What follows belongs to an exercise in optimizing a design on an open flow for small area, a short achievable clock period and few clock cycles; a production flow would make more cautious choices. Only simulation tests tie the RTL to the original design; equivalence was not proved. Power figures rest on the tool's default switching activity, not on a simulated workload.

## job 8342
==> flow/design.v <==
module gpio_top(
	wb_clk_i, wb_rst_i, wb_cyc_i, wb_adr_i, wb_dat_i, wb_sel_i, wb_we_i, wb_stb_i,
	wb_dat_o, wb_ack_o, wb_err_o, wb_inta_o,
	aux_i,
	ext_pad_i, ext_pad_o, ext_padoe_o,
	clk_pad_i
);
parameter dw = 32;
parameter aw = 8;
parameter gw = 32;
input             wb_clk_i;
input             wb_rst_i;
input             wb_cyc_i;
input   [aw-1:0]  wb_adr_i;
input   [dw-1:0]  wb_dat_i;
input   [3:0]     wb_sel_i;
input             wb_we_i;
input             wb_stb_i;
output  [dw-1:0]  wb_dat_o;
output            wb_ack_o;
output            wb_err_o;
output            wb_inta_o;
input   [gw-1:0]  aux_i;
input   [gw-1:0]  ext_pad_i;
input             clk_pad_i;
output  [gw-1:0]  ext_pad_o;
output  [gw-1:0]  ext_padoe_o;
reg  [gw-1:0] rgpio_in;
reg  [gw-1:0] rgpio_out;
reg  [gw-1:0] rgpio_oe;
reg  [gw-1:0] rgpio_inte;
reg  [gw-1:0] rgpio_ptrig;
reg  [gw-1:0] rgpio_aux;
reg  [1:0]    rgpio_ctrl;
reg  [gw-1:0] rgpio_ints;
reg  [gw-1:0] rgpio_eclk;
reg  [gw-1:0] rgpio_nec;
reg  [gw-1:0] sync, ext_pad_s;
reg  [gw-1:0] pextc_sampled;
reg           sync_clk, clk_s, clk_r;
reg           wb_inta_o;
reg  [gw-1:0] ext_pad_o;
wire       req    = wb_cyc_i & wb_stb_i;
wire       valid  = (wb_adr_i[7:6] == 2'b00) & (wb_adr_i[1:0] == 2'b00);
wire [3:0] ofs    = wb_adr_i[5:2];
wire       wr     = req & wb_we_i & valid;
assign wb_ack_o = req & valid & ~wb_rst_i;
assign wb_err_o = req & ~valid & ~wb_rst_i;
wire wr_out   = wr & (ofs == 4'h1);
wire wr_oe    = wr & (ofs == 4'h2);
wire wr_inte  = wr & (ofs == 4'h3);
wire wr_ptrig = wr & (ofs == 4'h4);
wire wr_aux   = wr & (ofs == 4'h5);
wire wr_ctrl  = wr & (ofs == 4'h6);
wire wr_ints  = wr & (ofs == 4'h7);
wire wr_eclk  = wr & (ofs == 4'h8);
wire wr_nec   = wr & (ofs == 4'h9);
function [gw-1:0] bytewr;
	input [gw-1:0] old;
	input [dw-1:0] d;
	input [3:0]    s;
	begin
		bytewr[31:24] = s[3] ? d[31:24] : old[31:24];
		bytewr[23:16] = s[2] ? d[23:16] : old[23:16];
		bytewr[15:8]  = s[1] ? d[15:8]  : old[15:8];
		bytewr[7:0]   = s[0] ? d[7:0]   : old[7:0];
	end
endfunction
always @(posedge wb_clk_i or posedge wb_rst_i)
	if (wb_rst_i) begin
		rgpio_out   <= {gw{1'b0}};
		rgpio_oe    <= {gw{1'b0}};
		rgpio_inte  <= {gw{1'b0}};
		rgpio_ptrig <= {gw{1'b0}};
		rgpio_aux   <= {gw{1'b0}};
		rgpio_eclk  <= {gw{1'b0}};
		rgpio_nec   <= {gw{1'b0}};
	end else begin
		if (wr_out)   rgpio_out   <= bytewr(rgpio_out,   wb_dat_i, wb_sel_i);
		if (wr_oe)    rgpio_oe    <= bytewr(rgpio_oe,    wb_dat_i, wb_sel_i);
		if (wr_inte)  rgpio_inte  <= bytewr(rgpio_inte,  wb_dat_i, wb_sel_i);
		if (wr_ptrig) rgpio_ptrig <= bytewr(rgpio_ptrig, wb_dat_i, wb_sel_i);
		if (wr_aux)   rgpio_aux   <= bytewr(rgpio_aux,   wb_dat_i, wb_sel_i);
		if (wr_eclk)  rgpio_eclk  <= bytewr(rgpio_eclk,  wb_dat_i, wb_sel_i);
		if (wr_nec)   rgpio_nec   <= bytewr(rgpio_nec,   wb_dat_i, wb_sel_i);
	end
always @(posedge wb_clk_i or posedge wb_rst_i)
	if (wb_rst_i)
		rgpio_ctrl <= 2'b0;
	else if (wr_ctrl)
		rgpio_ctrl <= wb_dat_i[1:0];
	else if (rgpio_ctrl[0])
		rgpio_ctrl[1] <= rgpio_ctrl[1] | wb_inta_o;
always @(posedge wb_clk_i or posedge wb_rst_i)
	if (wb_rst_i) begin
		sync      <= {gw{1'b0}};
		ext_pad_s <= {gw{1'b0}};
		sync_clk  <= 1'b0;
		clk_s     <= 1'b0;
		clk_r     <= 1'b0;
	end else begin
		sync      <= ext_pad_i;
		ext_pad_s <= sync;
		sync_clk  <= clk_pad_i;
		clk_s     <= sync_clk;
		clk_r     <= clk_s;
	end
wire          pedge   = clk_s & ~clk_r;
wire          nedge   = ~clk_s & clk_r;
wire [gw-1:0] in_lach = (~rgpio_nec & {gw{pedge}}) | (rgpio_nec & {gw{nedge}});
wire [gw-1:0] extc_in = (in_lach & ext_pad_s) | (~in_lach & pextc_sampled);
wire [gw-1:0] in_muxed = (rgpio_eclk & pextc_sampled) | (~rgpio_eclk & ext_pad_s);
always @(posedge wb_clk_i or posedge wb_rst_i)
	if (wb_rst_i) begin
		pextc_sampled <= {gw{1'b0}};
		rgpio_in      <= {gw{1'b0}};
	end else begin
		pextc_sampled <= extc_in;
		rgpio_in      <= in_muxed;
	end
always @(posedge wb_clk_i or posedge wb_rst_i)
	if (wb_rst_i)
		rgpio_ints <= {gw{1'b0}};
	else if (wr_ints)
		rgpio_ints <= wb_dat_i;
	else if (rgpio_ctrl[0])
		rgpio_ints <= rgpio_ints | (((in_muxed ^ rgpio_in) & ~(in_muxed ^ rgpio_ptrig)) & rgpio_inte);
always @(posedge wb_clk_i or posedge wb_rst_i)
	if (wb_rst_i)
		wb_inta_o <= 1'b0;
	else
		wb_inta_o <= (|rgpio_ints) & rgpio_ctrl[0];
assign ext_padoe_o = rgpio_oe;
always @(posedge wb_clk_i or posedge wb_rst_i)
	if (wb_rst_i)
		ext_pad_o <= {gw{1'b0}};
	else
		ext_pad_o <= (rgpio_out & ~rgpio_aux) | (aux_i & rgpio_aux);
reg [dw-1:0] rdat;
always @(*)
	case (ofs)
		4'h1:    rdat = rgpio_out;
		4'h2:    rdat = rgpio_oe;
		4'h3:    rdat = rgpio_inte;
		4'h4:    rdat = rgpio_ptrig;
		4'h5:    rdat = rgpio_aux;
		4'h6:    rdat = {{dw-2{1'b0}}, rgpio_ctrl};
		4'h7:    rdat = rgpio_ints;
		4'h8:    rdat = rgpio_eclk;
		4'h9:    rdat = rgpio_nec;
		default: rdat = rgpio_in;
	endcase
assign wb_dat_o = rdat;
endmodule
make LEC_CHECK=0 CAP_MARGIN=20 CORE_MARGIN=2 CORE_UTILIZATION=40 PLACE_DENSITY=0.6 SETUP_SLACK_MARGIN=3.0 SLEW_MARGIN=20 finish   # period 5.0 ns
run.sh (not shown) runs the stock make flow with config.mk's settings and CLKGATE_MAP_FILE= SYNTH_SCRIPT=/design/flow/synth_recipe.tcl, a recipe that flattens the netlist after the stock synthesis.
Job 8342 finished every step from synthesis to the final layout, and the layout passed the timing, design-rule and antenna checks.
Testbench counts of job 8342, summed over its fixed seeds: cycles 24,000.
#### Input delta (job 1304 over job 8342)
==> flow/flow/run.sh (new file) <==
#!/bin/bash
cp standard.sh standard_sh.txt
export BUFFER_PORTS_ARGS="-buffer_cell sky130_fd_sc_hd__buf_1"
bash standard.sh > standard.log 2>&1
==> flow/standard.sh (new file) <==
#!/bin/bash
# synth_recipe.tcl (not shown) runs the flow's synth.tcl, then flattens the netlist and writes it again
# the make line also repeats each setting of config.mk as NAME=value (left out here)
make -C /OpenROAD-flow-scripts/flow DESIGN_CONFIG=/design/flow/config.mk WORK_HOME=/design/flow/orfs CLKGATE_MAP_FILE= SYNTH_SCRIPT=/design/flow/synth_recipe.tcl "${@:-finish}"
--- a/flow/config.mk
+++ b/flow/config.mk
@@ -10,4 +10,3 @@
 export CORE_UTILIZATION = 40
 export PLACE_DENSITY = 0.6
-export SETUP_SLACK_MARGIN = 3.0
 export SLEW_MARGIN = 20
removed: flow/run.sh
Notes after the runs:
Relative to job 8342, relative area change from synthesis to final layout has decreased by 29 points in job 1304.
Job 1304 ended up with wb_adr_i[4] as its beginning of the critical path; job 8342 ended up with wb_adr_i[3].
Routed wire in job 1304 totals less than in job 8342.
Delta (job 1304 minus job 8342): number of CTS-inserted buffers went down 1, final design instance area without fill moved down.
diff inputs: job 1304 => job 5635
==> flow/run.sh (new file) <==
#!/bin/bash
# synth_recipe.tcl (not shown) runs the flow's synth.tcl, then flattens the netlist and writes it again
# the make line also repeats each setting of config.mk as NAME=value (left out here)
make -C /OpenROAD-flow-scripts/flow DESIGN_CONFIG=/design/flow/config.mk WORK_HOME=/design/flow/orfs CLKGATE_MAP_FILE= SYNTH_SCRIPT=/design/flow/synth_recipe.tcl finish
--- a/flow/config.mk
+++ b/flow/config.mk
@@ -10,3 +10,4 @@
 export CORE_UTILIZATION = 40
 export PLACE_DENSITY = 0.6
+export SETUP_SLACK_MARGIN = 2.0
 export SLEW_MARGIN = 20
removed: flow/flow/run.sh
removed: flow/standard.sh
Findings:
- Sort job 1304 and job 5635 by number of non-clock buffers in the layout asc -> top: job 1304
- Job 5635 has combinational share of power above what job 1304 had.
- Compared with job 1304, in job 5635 wire length on met2 shows an increase of about 6%, largest net degree at the start of global routing moved down, routing usage on met3 went down 0.35 points, sequential power share decreased 1.8 points, overall power consumption increased by 3.8% relative to the old numbers.
- [compare] base=job 1304 new=job 5635: clock-buffer cell count saw an increase; total wire length after detailed routing moved up.

== the baseline ==
// gpio_top: RTL as listed in full above, without the edits since
Settings: LEC_CHECK=0, CAP_MARGIN=20, CORE_MARGIN=2, CORE_UTILIZATION=40, PLACE_DENSITY=0.6, SETUP_SLACK_MARGIN=1.0, SLEW_MARGIN=20; clock period 5.0 ns.
Stock flow here: none of the scripts above is used.
Testbench counts of the baseline, summed over its fixed seeds: cycles 24,000.
diff inputs: the baseline => the candidate
Settings: changing SETUP_SLACK_MARGIN from 1.0 to 2.0.
==> flow/flow/run.sh (new file) <==
#!/bin/bash
cp standard.sh standard_sh.txt
export BUFFER_PORTS_ARGS="-buffer_cell sky130_fd_sc_hd__buf_1"
bash standard.sh > standard.log 2>&1
==> flow/standard.sh (new file) <==
#!/bin/bash
# synth_recipe.tcl (not shown) runs the flow's synth.tcl, then flattens the netlist and writes it again
# the make line also repeats each setting of config.mk as NAME=value (left out here)
make -C /OpenROAD-flow-scripts/flow DESIGN_CONFIG=/design/flow/config.mk WORK_HOME=/design/flow/orfs CLKGATE_MAP_FILE= SYNTH_SCRIPT=/design/flow/synth_recipe.tcl "${@:-finish}"
removed: flow/run.sh
==> comparison <==
Per the comparison of the candidate with the baseline, total global routing track utilization up 0.38 points, clock group share of total power +0.5 points, largest fanout on the critical path shows a reduction of 6, total power moved up, amount of wire on met3 after detailed routing shows a reduction of 5.8%.
The candidate: flow completed, timing, DRC and antenna clean
The candidate against the baseline: share of the clock period used by the worst path has decreased, placed instance count stayed essentially flat, transition time at the pin with the least slew margin has increased, final standard cell area without fillers moved down, area growth from synthesis to final layout lost 2.9 points.

-- what the ideal ports hide --
No port has a modelled driver above. Below, the same layouts with a new extraction and two added sets of constraints.
Step 1 sets driving cells, clkbuf_16 on the clock port and buf_2 on the other inputs (assumed; they add their load-dependent delay and slew).
Step 2 also shifts input and output timing later by t, the mid clock arrival at the registers, as if the neighbouring blocks saw the same clock.
a / b / c = no drivers / after step 1 / after step 2; a / b = the first two.
| run | t, ns | setup slack, ns | hold slack, ns | latest minus earliest clock arrival (ns) | worst register clock-pin slew, ns |
|---|---|---|---|---|---|
| job 8342 | 0.625 | 1.412 / 1.348 / 1.348 | 0.344 / 0.344 / 0.344 | 0.014 / 0.015 | 0.07 / 0.07 |
| job 1304 | 0.626 | 0.738 / 0.671 / 0.671 | 0.345 / 0.345 / 0.345 | 0.025 / 0.026 | 0.06 / 0.06 |
| job 5635 | 0.631 | 1.384 / 1.343 / 1.343 | 0.339 / 0.339 / 0.339 | 0.025 / 0.025 | 0.06 / 0.06 |
| the baseline | 0.635 | 1.050 / 1.021 / 1.021 | 0.344 / 0.344 / 0.344 | 0.026 / 0.026 | 0.06 / 0.06 |
| the candidate | 0.623 | 1.527 / 1.443 / 1.443 | 0.346 / 0.346 / 0.346 | 0.017 / 0.017 | 0.07 / 0.07 |
After both steps every run listed still meets setup and hold. For the candidate, which loses most, drivers alone change the setup slack by -0.084 ns; drivers and shift together by -0.084 ns.
